What follows belongs to an exercise in optimizing a design on an open flow for small area and a short achievable clock period; a production flow would make more cautious choices.
In this exercise RTL edits were held to simulation tests only and were not proved equivalent to the original.

== the previous run ==
// circuit6
module circuit6(a, b, c, zero, z, clk, rst);
        input  clk, rst;
        input  [63:0] a, b, c, zero;
        output [63:0] z;
        wire   [63:0] e, f, zwire;
        wire   gEQz;
        MOD    #(.DATAWIDTH(64)) MOD_1(a, c, zero, gEQz);       
        wire   [64:0] az, c1;
        assign az[0] = 1'b1;
        assign c1[0] = 1'b1;
        genvar j;
        generate for (j = 0; j < 64; j = j + 1) begin : g_incdec
            assign az[j+1] = az[j] & ~a[j];
            assign c1[j+1] = c1[j] & c[j];
        end endgenerate
        assign e = a ^ az[63:0];
        assign f = c ^ c1[63:0];
        assign zwire = gEQz ? e : f;                            
        reg    [63:0] z_q;                                      
        always @(posedge clk) begin
            if (rst == 1)
                z_q <= 0;
            else
                z_q <= zwire;
        end
        assign z = z_q;
endmodule
Size: ~4700 cells after synthesis, about 0.051 mm² of cells after synthesis.
export LEC_CHECK = 0
export CAP_MARGIN = 40
export CORE_MARGIN = 2
export CORE_UTILIZATION = 40
export SLEW_MARGIN = 20
export SYNTH_HIERARCHICAL = 1
export SYNTH_MINIMUM_KEEP_SIZE = 0
create_clock -name core_clock -period 350.0 [get_ports {clk}]
standard.sh (not shown) runs the stock make flow with config.mk's settings and CLKGATE_MAP_FILE= SYNTH_SCRIPT=/design/flow/synth_recipe.tcl, a recipe that flattens the netlist after the stock synthesis.
==> flow/flow/run.sh <==
#!/bin/bash
# Layout flow: the standard synthesis and layout (standard.sh) with two
# changes in how the layout is made:
#  - every input and output port still gets its own buffer, but a plain
#    buf_1 (BUFFER_PORTS_ARGS) instead of the delay buffer buffer_ports picks;
#  - the timing repair after clock tree synthesis aims at a setup slack above
#    zero (SETUP_SLACK_MARGIN), so that it upsizes the long combinational path.
# Routing and the rest run as standard; the clock and constraints are the standard flow's.
set -euo pipefail
PORTS="BUFFER_PORTS_ARGS=-buffer_cell sky130_fd_sc_hd__buf_1"
bash standard.sh synth > synth.log 2>&1
bash standard.sh "$PORTS" SETUP_SLACK_MARGIN=228 cts > cts.log 2>&1
bash standard.sh "$PORTS" finish > finish.log 2>&1
> inputs changed (the previous run -> the current run)
==> flow/run.sh (new file) <==
#!/bin/bash
# synth_recipe.tcl (not shown) runs the flow's synth.tcl, then flattens the netlist and writes it again
# the make line also repeats each setting of config.mk as NAME=value (left out here)
make -C /OpenROAD-flow-scripts/flow DESIGN_CONFIG=/design/flow/config.mk WORK_HOME=/design/flow/orfs CLKGATE_MAP_FILE= SYNTH_SCRIPT=/design/flow/synth_recipe.tcl finish
removed: flow/flow/run.sh
removed: flow/standard.sh
- The current run vs. the previous run: first-pass GRT wire length went down by 1.0%.
- Area enclosed by the die boundary: the previous run vs the current run, no meaningful difference
- Summary of the current run over the previous run: met3 track demand over resource in global routing went up by 0.40 points; shortest period the worst path allows went up by 5.93 ns; number of standard cells in the final layout excluding fillers went down by 0.73%.


lagoon:
Starting RTL as in the previous note.
export LEC_CHECK = 0
export CAP_MARGIN = 40
export CORE_MARGIN = 2
export CORE_UTILIZATION = 40
export SLEW_MARGIN = 20
export SYNTH_HIERARCHICAL = 1
export SYNTH_MINIMUM_KEEP_SIZE = 0
create_clock -name core_clock -period 350.0 [get_ports {clk}]
==> flow/flow/run.sh <==
#!/bin/bash
# Layout flow: the standard synthesis and layout (standard.sh) with two
# changes in how the layout is made:
#  - every input and output port still gets its own buffer, but a plain
#    buf_1 (BUFFER_PORTS_ARGS) instead of the delay buffer buffer_ports picks;
#  - the timing repair after clock tree synthesis aims at a setup slack above
#    zero (SETUP_SLACK_MARGIN),
#    so that it sizes and buffers the long combinational path for speed.
# Floorplan, placement, routing and the rest run as standard; the clock and
# constraints are the standard flow's.
set -euo pipefail
PORTS="BUFFER_PORTS_ARGS=-buffer_cell sky130_fd_sc_hd__buf_1"
bash standard.sh synth > synth.log 2>&1
bash standard.sh "$PORTS" place > place.log 2>&1
bash standard.sh "$PORTS" SETUP_SLACK_MARGIN=228 cts > cts.log 2>&1
bash standard.sh "$PORTS" finish > finish.log 2>&1
Changes in xenon relative to lagoon:
-- flow/flow/run.sh --
<<< lagoon, line 7
#    zero (SETUP_SLACK_MARGIN),
#    so that it sizes and buffers the long combinational path for speed.
>>> xenon, line 7
#    zero (SETUP_SLACK_MARGIN), using gate upsizing only (SETUP_MOVE_SEQUENCE),
#    so that the long combinational path gets faster cells without any change
#    to the netlist's structure.
<<< lagoon, line 15
bash standard.sh "$PORTS" SETUP_SLACK_MARGIN=228 cts > cts.log 2>&1
>>> xenon, line 16
bash standard.sh "$PORTS" SETUP_SLACK_MARGIN=231 SETUP_MOVE_SEQUENCE=sizeup cts > cts.log 2>&1
## What came out
When xenon is set beside lagoon, its global-route usage turns out to be 0.37 points smaller.
Higher share of final-layout standard cells stronger than drive strength 1 goes to xenon over lagoon.
Count of cells resized by post-cts repair (xenon vs. lagoon) increases by more than 100%
Maximum achievable frequency came out higher on xenon than on lagoon.
Commonest non-fill, non-tap cell in the layout: sky130_fd_sc_hd__a222oi_1 -> xenon, sky130_fd_sc_hd__fa_1 -> lagoon
Relative to lagoon, the final cell area reported for xenon is higher.
Edits applied to the flow inputs when going from xenon to ember:
==> flow/flow/run.sh <==
#!/bin/bash
# Layout flow: the standard synthesis and layout (standard.sh) with one
# change in how the layout is made: every input and output port still gets its
# own buffer, but a plain buf_1 (BUFFER_PORTS_ARGS) instead of the delay buffer
# that buffer_ports picks by default. The clock and constraints are the standard flow's.
set -euo pipefail
PORTS="BUFFER_PORTS_ARGS=-buffer_cell sky130_fd_sc_hd__buf_1"
bash standard.sh synth > synth.log 2>&1
bash standard.sh "$PORTS" finish > layout.log 2>&1
==> comparison <==
Taking xenon as the reference point, the global-route wire length before repair of ember falls by 2000 um. As far as I/O pin count goes, xenon and ember are indistinguishable; the numbers are identical. Per the comparison of ember with xenon, share of the core filled with cells in the final layout lower; clock-pin transition on the worst setup and hold timing paths was more or less identical.

==> separate check: timing with driven ports <==
Ports are ideal in the flow. The routed layouts listed here were re-timed in OpenROAD. Step 1: set_driving_cell puts a clkbuf_16 on clk and a buf_2 on each other input, an assumption about the parent block. Step 2 times the ports against the registers' clock, not the clock port: input delays grow and output delays shrink by t, the midpoint of the rising clock arrivals with the driver on. Slacks: ideal ports / drivers / drivers and shift; pairs: ideal ports / drivers.
run | shift t [ns] | setup slack, ns | worst hold slack (ns) | latest minus earliest clock arrival (ns) | pins driven straight from the clock port
the previous run | 0.412 | 227.752 / 227.762 / 227.349 | 69.916 / 69.892 / 70.305 | 0.014 / 0.013 | 1
the current run | 0.414 | 221.822 / 221.824 / 221.409 | 70.286 / 70.257 / 70.671 | 0.019 / 0.019 | 1
lagoon | 0.412 | 227.992 / 227.995 / 227.583 | 69.914 / 69.887 / 70.299 | 0.015 / 0.014 | 1
xenon | 0.408 | 229.511 / 229.538 / 229.130 | 69.921 / 69.894 / 70.302 | 0.014 / 0.014 | 1
ember | 0.410 | 222.844 / 222.844 / 222.434 | 69.918 / 69.892 / 70.302 | 0.014 / 0.014 | 1
After both steps every run listed still meets setup and hold. The setup slack of the current run, which loses most, moves by +0.002 ns with the drivers and by -0.413 ns with both steps.
